Background: an optimization exercise with open tools, aiming at small area and a short achievable clock period. Do not read the settings as production practice. At most, simulation tests tie the RTL to the original design; equivalence was not proved. Power is estimated from default activity; no workload was simulated.

==> inputs of pepper <==
## reflex_core
module reflex_core (
    input wire clk,
    input wire rst_n,
    input wire signed [15:0] z_pos,
    input wire signed [15:0] z_vel,
    input wire signed [15:0] kp_gain,
    input wire signed [15:0] kd_gain,
    input wire signed [15:0] vel_threshold,
    output wire signed [15:0] u_out,
    output reg guardian_active
);
Settings: LEC_CHECK=0, CAP_MARGIN=20, CORE_MARGIN=2, CORE_UTILIZATION=40, SETUP_SLACK_MARGIN=3.5, SLEW_MARGIN=20, SYNTH_HIERARCHICAL=1; clock period 8.0 ns.
run.sh (not shown) runs the stock make flow with config.mk's settings and CLKGATE_MAP_FILE= SYNTH_SCRIPT=/design/flow/synth_recipe.tcl, a recipe that flattens the netlist after the stock synthesis.
==> inputs of garnet, as changes to pepper <==
--- a/flow/design.v
+++ b/flow/design.v
@@ -1575,84 +1575,16 @@
     assign c[26] = pg4_25;
     assign c[27] = pg4_26;
     assign c[28] = pg4_27;
     assign c[29] = pg4_28;
     assign c[30] = pg4_29;
     assign c[31] = pg4_30;
     wire [31:0] r = rp ^ {c[31:1], 1'b0};
-    wire z_hi_t0 = ~(~rk[11] ^ rp[12]);
-    wire z_hi_t1 = ~(~rk[12] ^ rp[13]);
-    wire z_hi_t2 = ~(~rk[13] ^ rp[14]);
-    wire z_hi_t3 = ~(~rk[14] ^ rp[15]);
-    wire z_hi_t4 = ~(~rk[15] ^ rp[16]);
-    wire z_hi_t5 = ~(~rk[16] ^ rp[17]);
-    wire z_hi_t6 = ~(~rk[17] ^ rp[18]);
-    wire z_hi_t7 = ~(~rk[18] ^ rp[19]);
-    wire z_hi_t8 = ~(~rk[19] ^ rp[20]);
-    wire z_hi_t9 = ~(~rk[20] ^ rp[21]);
-    wire z_hi_t10 = ~(~rk[21] ^ rp[22]);
-    wire z_hi_t11 = ~(~rk[22] ^ rp[23]);
-    wire z_hi_t12 = ~(~rk[23] ^ rp[24]);
-    wire z_hi_t13 = ~(~rk[24] ^ rp[25]);
-    wire z_hi_t14 = ~(~rk[25] ^ rp[26]);
-    wire z_hi_t15 = ~(~rk[26] ^ rp[27]);
-    wire z_hi_t16 = ~(~rk[27] ^ rp[28]);
-    wire z_hi_t17 = ~(~rk[28] ^ rp[29]);
-    wire z_hi_t18 = ~(~rk[29] ^ rp[30]);
-    wire z_hi_t19 = ~(~rk[30] ^ rp[31]);
-    wire z_hi_n0;
-    rc_nand4 u_z_hi_n0 (.a(z_hi_t0), .b(z_hi_t1), .c(z_hi_t2), .d(z_hi_t3), .y(z_hi_n0));
-    wire z_hi_n1;
-    rc_nand4 u_z_hi_n1 (.a(z_hi_t4), .b(z_hi_t5), .c(z_hi_t6), .d(z_hi_t7), .y(z_hi_n1));
-    wire z_hi_n2;
-    rc_nand4 u_z_hi_n2 (.a(z_hi_t8), .b(z_hi_t9), .c(z_hi_t10), .d(z_hi_t11), .y(z_hi_n2));
-    wire z_hi_n3;
-    rc_nand4 u_z_hi_n3 (.a(z_hi_t12), .b(z_hi_t13), .c(z_hi_t14), .d(z_hi_t15), .y(z_hi_n3));
-    wire z_hi_n4;
-    rc_nand4 u_z_hi_n4 (.a(z_hi_t16), .b(z_hi_t17), .c(z_hi_t18), .d(z_hi_t19), .y(z_hi_n4));
-    wire z_hi_a0;
-    rc_nor4 u_z_hi_a0 (.a(z_hi_n0), .b(z_hi_n1), .c(z_hi_n2), .d(z_hi_n3), .y(z_hi_a0));
-    wire z_hi_a1;
-    rc_nor4 u_z_hi_a1 (.a(z_hi_n4), .b(1'b0), .c(1'b0), .d(1'b0), .y(z_hi_a1));
-    wire z_hi = z_hi_a0 & z_hi_a1 & ~(rp[11] ^ c[11]);
-    wire o_hi_t0 = ~(rg[11] ^ ~rp[12]);
-    wire o_hi_t1 = ~(rg[12] ^ ~rp[13]);
-    wire o_hi_t2 = ~(rg[13] ^ ~rp[14]);
-    wire o_hi_t3 = ~(rg[14] ^ ~rp[15]);
-    wire o_hi_t4 = ~(rg[15] ^ ~rp[16]);
-    wire o_hi_t5 = ~(rg[16] ^ ~rp[17]);
-    wire o_hi_t6 = ~(rg[17] ^ ~rp[18]);
-    wire o_hi_t7 = ~(rg[18] ^ ~rp[19]);
-    wire o_hi_t8 = ~(rg[19] ^ ~rp[20]);
-    wire o_hi_t9 = ~(rg[20] ^ ~rp[21]);
-    wire o_hi_t10 = ~(rg[21] ^ ~rp[22]);
-    wire o_hi_t11 = ~(rg[22] ^ ~rp[23]);
-    wire o_hi_t12 = ~(rg[23] ^ ~rp[24]);
-    wire o_hi_t13 = ~(rg[24] ^ ~rp[25]);
-    wire o_hi_t14 = ~(rg[25] ^ ~rp[26]);
-    wire o_hi_t15 = ~(rg[26] ^ ~rp[27]);
-    wire o_hi_t16 = ~(rg[27] ^ ~rp[28]);
-    wire o_hi_t17 = ~(rg[28] ^ ~rp[29]);
-    wire o_hi_t18 = ~(rg[29] ^ ~rp[30]);
-    wire o_hi_t19 = ~(rg[30] ^ ~rp[31]);
-    wire o_hi_n0;
-    rc_nand4 u_o_hi_n0 (.a(o_hi_t0), .b(o_hi_t1), .c(o_hi_t2), .d(o_hi_t3), .y(o_hi_n0));
-    wire o_hi_n1;
-    rc_nand4 u_o_hi_n1 (.a(o_hi_t4), .b(o_hi_t5), .c(o_hi_t6), .d(o_hi_t7), .y(o_hi_n1));
-    wire o_hi_n2;
-    rc_nand4 u_o_hi_n2 (.a(o_hi_t8), .b(o_hi_t9), .c(o_hi_t10), .d(o_hi_t11), .y(o_hi_n2));
-    wire o_hi_n3;
-    rc_nand4 u_o_hi_n3 (.a(o_hi_t12), .b(o_hi_t13), .c(o_hi_t14), .d(o_hi_t15), .y(o_hi_n3));
-    wire o_hi_n4;
-    rc_nand4 u_o_hi_n4 (.a(o_hi_t16), .b(o_hi_t17), .c(o_hi_t18), .d(o_hi_t19), .y(o_hi_n4));
-    wire o_hi_a0;
-    rc_nor4 u_o_hi_a0 (.a(o_hi_n0), .b(o_hi_n1), .c(o_hi_n2), .d(o_hi_n3), .y(o_hi_a0));
-    wire o_hi_a1;
-    rc_nor4 u_o_hi_a1 (.a(o_hi_n4), .b(1'b0), .c(1'b0), .d(1'b0), .y(o_hi_a1));
-    wire o_hi = o_hi_a0 & o_hi_a1 & (rp[11] ^ c[11]);
+    wire z_hi = ~(rp[11] ^ c[11]) & ~(~rk[11] ^ rp[12]) & ~(~rk[12] ^ rp[13]) & ~(~rk[13] ^ rp[14]) & ~(~rk[14] ^ rp[15]) & ~(~rk[15] ^ rp[16]) & ~(~rk[16] ^ rp[17]) & ~(~rk[17] ^ rp[18]) & ~(~rk[18] ^ rp[19]) & ~(~rk[19] ^ rp[20]) & ~(~rk[20] ^ rp[21]) & ~(~rk[21] ^ rp[22]) & ~(~rk[22] ^ rp[23]) & ~(~rk[23] ^ rp[24]) & ~(~rk[24] ^ rp[25]) & ~(~rk[25] ^ rp[26]) & ~(~rk[26] ^ rp[27]) & ~(~rk[27] ^ rp[28]) & ~(~rk[28] ^ rp[29]) & ~(~rk[29] ^ rp[30]) & ~(~rk[30] ^ rp[31]);
+    wire o_hi = (rp[11] ^ c[11]) & ~(rg[11] ^ ~rp[12]) & ~(rg[12] ^ ~rp[13]) & ~(rg[13] ^ ~rp[14]) & ~(rg[14] ^ ~rp[15]) & ~(rg[15] ^ ~rp[16]) & ~(rg[16] ^ ~rp[17]) & ~(rg[17] ^ ~rp[18]) & ~(rg[18] ^ ~rp[19]) & ~(rg[19] ^ ~rp[20]) & ~(rg[20] ^ ~rp[21]) & ~(rg[21] ^ ~rp[22]) & ~(rg[22] ^ ~rp[23]) & ~(rg[23] ^ ~rp[24]) & ~(rg[24] ^ ~rp[25]) & ~(rg[25] ^ ~rp[26]) & ~(rg[26] ^ ~rp[27]) & ~(rg[27] ^ ~rp[28]) & ~(rg[28] ^ ~rp[29]) & ~(rg[29] ^ ~rp[30]) & ~(rg[30] ^ ~rp[31]);
     wire f_a = (rp[5] ^ c[5]) & ~(rg[5] ^ ~rp[6]) & ~(rg[6] ^ ~rp[7]) & ~(rg[7] ^ ~rp[8]) & ~(rg[8] ^ ~rp[9]) & ~(rg[9] ^ ~rp[10]);
     wire f_b = (rp[4] ^ c[4]) & ~(rg[4] ^ rp[5]) & ~(~rk[5] ^ ~rp[6]) & ~(rg[6] ^ ~rp[7]) & ~(rg[7] ^ ~rp[8]) & ~(rg[8] ^ ~rp[9]) & ~(rg[9] ^ ~rp[10]);
     wire f_c = ~rp[0] & ~(~rk[0] ^ rp[1]) & ~(~rk[1] ^ rp[2]) & ~(~rk[2] ^ rp[3]);
     wire f_d = ~(rp[6] ^ c[6]) & ~(~rk[6] ^ rp[7]) & ~(~rk[7] ^ rp[8]) & ~(~rk[8] ^ rp[9]) & ~(~rk[9] ^ rp[10]);
     wire f_e = (rp[4] ^ c[4]) & ~(rg[4] ^ ~rp[5]);
     wire gt2000 = f_a | (f_b & ~f_c);
     wire lt48 = f_d & ~f_e;
@@ -1661,20 +1593,14 @@
     wire sat_lo = fits ? (o_hi & lt48) : r[31];
     assign u_out = ~vld_b ? 16'd0 : sat_hi ? 16'd2000 : sat_lo ? 16'hf830 : r[15:0];
 endmodule
 module rc_fa (input wire a, input wire b, input wire c, output wire s, output wire co);
     assign s = a ^ b ^ c;
     assign co = (a & b) | (a & c) | (b & c);
 endmodule
-module rc_nand4 (input wire a, input wire b, input wire c, input wire d, output wire y);
-    assign y = ~(a & b & c & d);
-endmodule
-module rc_nor4 (input wire a, input wire b, input wire c, input wire d, output wire y);
-    assign y = ~(a | b | c | d);
-endmodule
 module rc_ha (input wire a, input wire b, output wire s, output wire co);
     assign s = a ^ b;
     assign co = a & b;
 endmodule
 module rc_pp (input wire onen, input wire twon, input wire x0n, input wire x1n, output wire pp);
     assign pp = ~((onen | x0n) & (twon | x1n));
 endmodule
--- a/flow/config.mk
+++ b/flow/config.mk
@@ -4,10 +4,12 @@
 export VERILOG_FILES = /design/flow/design.v
 export SDC_FILE = /design/flow/constraint.sdc
 export NUM_CORES = 4
 export LEC_CHECK = 0
 export CAP_MARGIN = 20
 export CORE_MARGIN = 2
 export CORE_UTILIZATION = 40
+export CTS_CLUSTER_DIAMETER = 100
+export CTS_CLUSTER_SIZE = 50
 export SETUP_SLACK_MARGIN = 3.5
 export SLEW_MARGIN = 20
 export SYNTH_HIERARCHICAL = 1
==> inputs of nickel, as changes to pepper <==
--- a/flow/design.v
+++ b/flow/design.v
@@ -1575,84 +1575,16 @@
     assign c[26] = pg4_25;
     assign c[27] = pg4_26;
     assign c[28] = pg4_27;
     assign c[29] = pg4_28;
     assign c[30] = pg4_29;
     assign c[31] = pg4_30;
     wire [31:0] r = rp ^ {c[31:1], 1'b0};
-    wire z_hi_t0 = ~(~rk[11] ^ rp[12]);
-    wire z_hi_t1 = ~(~rk[12] ^ rp[13]);
-    wire z_hi_t2 = ~(~rk[13] ^ rp[14]);
-    wire z_hi_t3 = ~(~rk[14] ^ rp[15]);
-    wire z_hi_t4 = ~(~rk[15] ^ rp[16]);
-    wire z_hi_t5 = ~(~rk[16] ^ rp[17]);
-    wire z_hi_t6 = ~(~rk[17] ^ rp[18]);
-    wire z_hi_t7 = ~(~rk[18] ^ rp[19]);
-    wire z_hi_t8 = ~(~rk[19] ^ rp[20]);
-    wire z_hi_t9 = ~(~rk[20] ^ rp[21]);
-    wire z_hi_t10 = ~(~rk[21] ^ rp[22]);
-    wire z_hi_t11 = ~(~rk[22] ^ rp[23]);
-    wire z_hi_t12 = ~(~rk[23] ^ rp[24]);
-    wire z_hi_t13 = ~(~rk[24] ^ rp[25]);
-    wire z_hi_t14 = ~(~rk[25] ^ rp[26]);
-    wire z_hi_t15 = ~(~rk[26] ^ rp[27]);
-    wire z_hi_t16 = ~(~rk[27] ^ rp[28]);
-    wire z_hi_t17 = ~(~rk[28] ^ rp[29]);
-    wire z_hi_t18 = ~(~rk[29] ^ rp[30]);
-    wire z_hi_t19 = ~(~rk[30] ^ rp[31]);
-    wire z_hi_n0;
-    rc_nand4 u_z_hi_n0 (.a(z_hi_t0), .b(z_hi_t1), .c(z_hi_t2), .d(z_hi_t3), .y(z_hi_n0));
-    wire z_hi_n1;
-    rc_nand4 u_z_hi_n1 (.a(z_hi_t4), .b(z_hi_t5), .c(z_hi_t6), .d(z_hi_t7), .y(z_hi_n1));
-    wire z_hi_n2;
-    rc_nand4 u_z_hi_n2 (.a(z_hi_t8), .b(z_hi_t9), .c(z_hi_t10), .d(z_hi_t11), .y(z_hi_n2));
-    wire z_hi_n3;
-    rc_nand4 u_z_hi_n3 (.a(z_hi_t12), .b(z_hi_t13), .c(z_hi_t14), .d(z_hi_t15), .y(z_hi_n3));
-    wire z_hi_n4;
-    rc_nand4 u_z_hi_n4 (.a(z_hi_t16), .b(z_hi_t17), .c(z_hi_t18), .d(z_hi_t19), .y(z_hi_n4));
-    wire z_hi_a0;
-    rc_nor4 u_z_hi_a0 (.a(z_hi_n0), .b(z_hi_n1), .c(z_hi_n2), .d(z_hi_n3), .y(z_hi_a0));
-    wire z_hi_a1;
-    rc_nor4 u_z_hi_a1 (.a(z_hi_n4), .b(1'b0), .c(1'b0), .d(1'b0), .y(z_hi_a1));
-    wire z_hi = z_hi_a0 & z_hi_a1 & ~(rp[11] ^ c[11]);
-    wire o_hi_t0 = ~(rg[11] ^ ~rp[12]);
-    wire o_hi_t1 = ~(rg[12] ^ ~rp[13]);
-    wire o_hi_t2 = ~(rg[13] ^ ~rp[14]);
-    wire o_hi_t3 = ~(rg[14] ^ ~rp[15]);
-    wire o_hi_t4 = ~(rg[15] ^ ~rp[16]);
-    wire o_hi_t5 = ~(rg[16] ^ ~rp[17]);
-    wire o_hi_t6 = ~(rg[17] ^ ~rp[18]);
-    wire o_hi_t7 = ~(rg[18] ^ ~rp[19]);
-    wire o_hi_t8 = ~(rg[19] ^ ~rp[20]);
-    wire o_hi_t9 = ~(rg[20] ^ ~rp[21]);
-    wire o_hi_t10 = ~(rg[21] ^ ~rp[22]);
-    wire o_hi_t11 = ~(rg[22] ^ ~rp[23]);
-    wire o_hi_t12 = ~(rg[23] ^ ~rp[24]);
-    wire o_hi_t13 = ~(rg[24] ^ ~rp[25]);
-    wire o_hi_t14 = ~(rg[25] ^ ~rp[26]);
-    wire o_hi_t15 = ~(rg[26] ^ ~rp[27]);
-    wire o_hi_t16 = ~(rg[27] ^ ~rp[28]);
-    wire o_hi_t17 = ~(rg[28] ^ ~rp[29]);
-    wire o_hi_t18 = ~(rg[29] ^ ~rp[30]);
-    wire o_hi_t19 = ~(rg[30] ^ ~rp[31]);
-    wire o_hi_n0;
-    rc_nand4 u_o_hi_n0 (.a(o_hi_t0), .b(o_hi_t1), .c(o_hi_t2), .d(o_hi_t3), .y(o_hi_n0));
-    wire o_hi_n1;
-    rc_nand4 u_o_hi_n1 (.a(o_hi_t4), .b(o_hi_t5), .c(o_hi_t6), .d(o_hi_t7), .y(o_hi_n1));
-    wire o_hi_n2;
-    rc_nand4 u_o_hi_n2 (.a(o_hi_t8), .b(o_hi_t9), .c(o_hi_t10), .d(o_hi_t11), .y(o_hi_n2));
-    wire o_hi_n3;
-    rc_nand4 u_o_hi_n3 (.a(o_hi_t12), .b(o_hi_t13), .c(o_hi_t14), .d(o_hi_t15), .y(o_hi_n3));
-    wire o_hi_n4;
-    rc_nand4 u_o_hi_n4 (.a(o_hi_t16), .b(o_hi_t17), .c(o_hi_t18), .d(o_hi_t19), .y(o_hi_n4));
-    wire o_hi_a0;
-    rc_nor4 u_o_hi_a0 (.a(o_hi_n0), .b(o_hi_n1), .c(o_hi_n2), .d(o_hi_n3), .y(o_hi_a0));
-    wire o_hi_a1;
-    rc_nor4 u_o_hi_a1 (.a(o_hi_n4), .b(1'b0), .c(1'b0), .d(1'b0), .y(o_hi_a1));
-    wire o_hi = o_hi_a0 & o_hi_a1 & (rp[11] ^ c[11]);
+    wire z_hi = ~(rp[11] ^ c[11]) & ~(~rk[11] ^ rp[12]) & ~(~rk[12] ^ rp[13]) & ~(~rk[13] ^ rp[14]) & ~(~rk[14] ^ rp[15]) & ~(~rk[15] ^ rp[16]) & ~(~rk[16] ^ rp[17]) & ~(~rk[17] ^ rp[18]) & ~(~rk[18] ^ rp[19]) & ~(~rk[19] ^ rp[20]) & ~(~rk[20] ^ rp[21]) & ~(~rk[21] ^ rp[22]) & ~(~rk[22] ^ rp[23]) & ~(~rk[23] ^ rp[24]) & ~(~rk[24] ^ rp[25]) & ~(~rk[25] ^ rp[26]) & ~(~rk[26] ^ rp[27]) & ~(~rk[27] ^ rp[28]) & ~(~rk[28] ^ rp[29]) & ~(~rk[29] ^ rp[30]) & ~(~rk[30] ^ rp[31]);
+    wire o_hi = (rp[11] ^ c[11]) & ~(rg[11] ^ ~rp[12]) & ~(rg[12] ^ ~rp[13]) & ~(rg[13] ^ ~rp[14]) & ~(rg[14] ^ ~rp[15]) & ~(rg[15] ^ ~rp[16]) & ~(rg[16] ^ ~rp[17]) & ~(rg[17] ^ ~rp[18]) & ~(rg[18] ^ ~rp[19]) & ~(rg[19] ^ ~rp[20]) & ~(rg[20] ^ ~rp[21]) & ~(rg[21] ^ ~rp[22]) & ~(rg[22] ^ ~rp[23]) & ~(rg[23] ^ ~rp[24]) & ~(rg[24] ^ ~rp[25]) & ~(rg[25] ^ ~rp[26]) & ~(rg[26] ^ ~rp[27]) & ~(rg[27] ^ ~rp[28]) & ~(rg[28] ^ ~rp[29]) & ~(rg[29] ^ ~rp[30]) & ~(rg[30] ^ ~rp[31]);
     wire f_a = (rp[5] ^ c[5]) & ~(rg[5] ^ ~rp[6]) & ~(rg[6] ^ ~rp[7]) & ~(rg[7] ^ ~rp[8]) & ~(rg[8] ^ ~rp[9]) & ~(rg[9] ^ ~rp[10]);
     wire f_b = (rp[4] ^ c[4]) & ~(rg[4] ^ rp[5]) & ~(~rk[5] ^ ~rp[6]) & ~(rg[6] ^ ~rp[7]) & ~(rg[7] ^ ~rp[8]) & ~(rg[8] ^ ~rp[9]) & ~(rg[9] ^ ~rp[10]);
     wire f_c = ~rp[0] & ~(~rk[0] ^ rp[1]) & ~(~rk[1] ^ rp[2]) & ~(~rk[2] ^ rp[3]);
     wire f_d = ~(rp[6] ^ c[6]) & ~(~rk[6] ^ rp[7]) & ~(~rk[7] ^ rp[8]) & ~(~rk[8] ^ rp[9]) & ~(~rk[9] ^ rp[10]);
     wire f_e = (rp[4] ^ c[4]) & ~(rg[4] ^ ~rp[5]);
     wire gt2000 = f_a | (f_b & ~f_c);
     wire lt48 = f_d & ~f_e;
@@ -1661,20 +1593,14 @@
     wire sat_lo = fits ? (o_hi & lt48) : r[31];
     assign u_out = ~vld_b ? 16'd0 : sat_hi ? 16'd2000 : sat_lo ? 16'hf830 : r[15:0];
 endmodule
 module rc_fa (input wire a, input wire b, input wire c, output wire s, output wire co);
     assign s = a ^ b ^ c;
     assign co = (a & b) | (a & c) | (b & c);
 endmodule
-module rc_nand4 (input wire a, input wire b, input wire c, input wire d, output wire y);
-    assign y = ~(a & b & c & d);
-endmodule
-module rc_nor4 (input wire a, input wire b, input wire c, input wire d, output wire y);
-    assign y = ~(a | b | c | d);
-endmodule
 module rc_ha (input wire a, input wire b, output wire s, output wire co);
     assign s = a ^ b;
     assign co = a & b;
 endmodule
 module rc_pp (input wire onen, input wire twon, input wire x0n, input wire x1n, output wire pp);
     assign pp = ~((onen | x0n) & (twon | x1n));
 endmodule
==> flow/config.mk (replaced) <==
export PLATFORM = sky130hd
export DESIGN_NAME = reflex_core
export DESIGN_NICKNAME = reflex_core
export VERILOG_FILES = /design/flow/design.v
export SDC_FILE = /design/flow/constraint.sdc
export NUM_CORES = 4
export LEC_CHECK = 0
export CAP_MARGIN = 20
export CORE_MARGIN = 2
export CORE_UTILIZATION = 60
export SETUP_SLACK_MARGIN = 3.5
export SLEW_MARGIN = 20
export SYNTH_HIERARCHICAL = 1
==> notes <==
- garnet went through all stages and came out clean. nickel ran to the end with no violations. pepper went through all stages and came out clean.
- Between garnet and pepper, the lower clock power is in pepper (gap about 2%, measured against pepper).
- Of pepper and garnet, pepper has the higher die area (gap about 2.5%, measured against garnet).
- In area after synthesis, garnet and nickel do not differ.
- In nickel the global-route usage is higher than in pepper, by 12 points.
- The highest first-iteration DRC count belongs to nickel, the lowest to pepper.
- The highest non-clock buffer count belongs to pepper, the lowest to nickel.
- In sequential cell count, pepper and garnet do not differ.
- The highest utilization belongs to nickel, the lowest to pepper.
- Count of clock-buffer cells in the layout is the same in nickel and garnet.
==> figures <==
Sequential element share of the synthesized area: garnet 0.190; nickel 0.190; pepper 0.185
Setup slack at placement: garnet 3.08 ns; nickel 3.08 ns; pepper 2.87 ns
End of the critical path: garnet u_out[14]; nickel u_out[3]; pepper u_out[13]
Number of library cell types mapped by synthesis: garnet 61; nickel 61; pepper 62
Sequential share of cell area: garnet 0.168; nickel 0.171; pepper 0.163
Total Power: garnet 7980 uW; nickel 8160 uW; pepper 8120 uW
Share of power burned in combinational logic: garnet 0.718; nickel 0.710; pepper 0.724
Inverter count of the layout excluding clock inverters: garnet 92; nickel 92; pepper 85
Floorplan die width: garnet 201 um; nickel 165 um; pepper 204 um
Switching share of power: garnet 0.468; nickel 0.467; pepper 0.466
Share of post-route cells with drive strength above 1: garnet 0.0942; nickel 0.0899; pepper 0.0907
Final worst-path setup slack: garnet 3.41 ns; nickel 3.33 ns; pepper 3.39 ns
First-pass GRT wire length: garnet 68800 um; nickel 69300 um; pepper 72500 um
Result of the run: garnet complete, no violations; nickel complete, no violations; pepper complete, no violations
Tapcell count: garnet 518; nickel 335; pepper 525
Die area: garnet 0.0406 mm2; nickel 0.0273 mm2; pepper 0.0416 mm2
GR Layer Usage met3: garnet 0.0408; nickel 0.109; pepper 0.0362
Min Clock Period, post-route: garnet 4.59 ns; nickel 4.67 ns; pepper 4.61 ns
Adder-cell share of the synthesized area: garnet 0.384; nickel 0.384; pepper 0.375
Clock-pin transition on the worst setup and hold timing paths: garnet 0.07 ns; nickel 0.06 ns; pepper 0.07 ns
No functional check of the RTL was part of pepper.

-- static timing again, ports no longer ideal --
The flow's constraints put no driver on any port. The routed layouts listed below were extracted and timed again, unchanged, in two steps.
Step 1: set_driving_cell puts a clkbuf_16 on clk and a buf_2 on each other input, an assumption about the parent block.
Step 2 also shifts input and output timing later by t, the mid clock arrival at the registers, as if the neighbouring blocks saw the same clock.
Slacks: no drivers / after step 1 / after step 2; pairs: no drivers / after step 1.
| run | t, ns | setup slack, ns | worst register clock-pin slew, ns |
|---|---|---|---|
| pepper | 0.485 | 3.392 / 3.340 / 3.313 | 0.07 / 0.07 |
| garnet | 0.487 | 3.406 / 3.356 / 3.543 | 0.07 / 0.07 |
| nickel | 0.487 | 3.331 / 3.281 / 3.465 | 0.08 / 0.08 |
After both steps setup and hold are still met in every run listed. The setup slack of pepper, which loses most, moves by -0.052 ns with the drivers and by -0.079 ns with both steps.
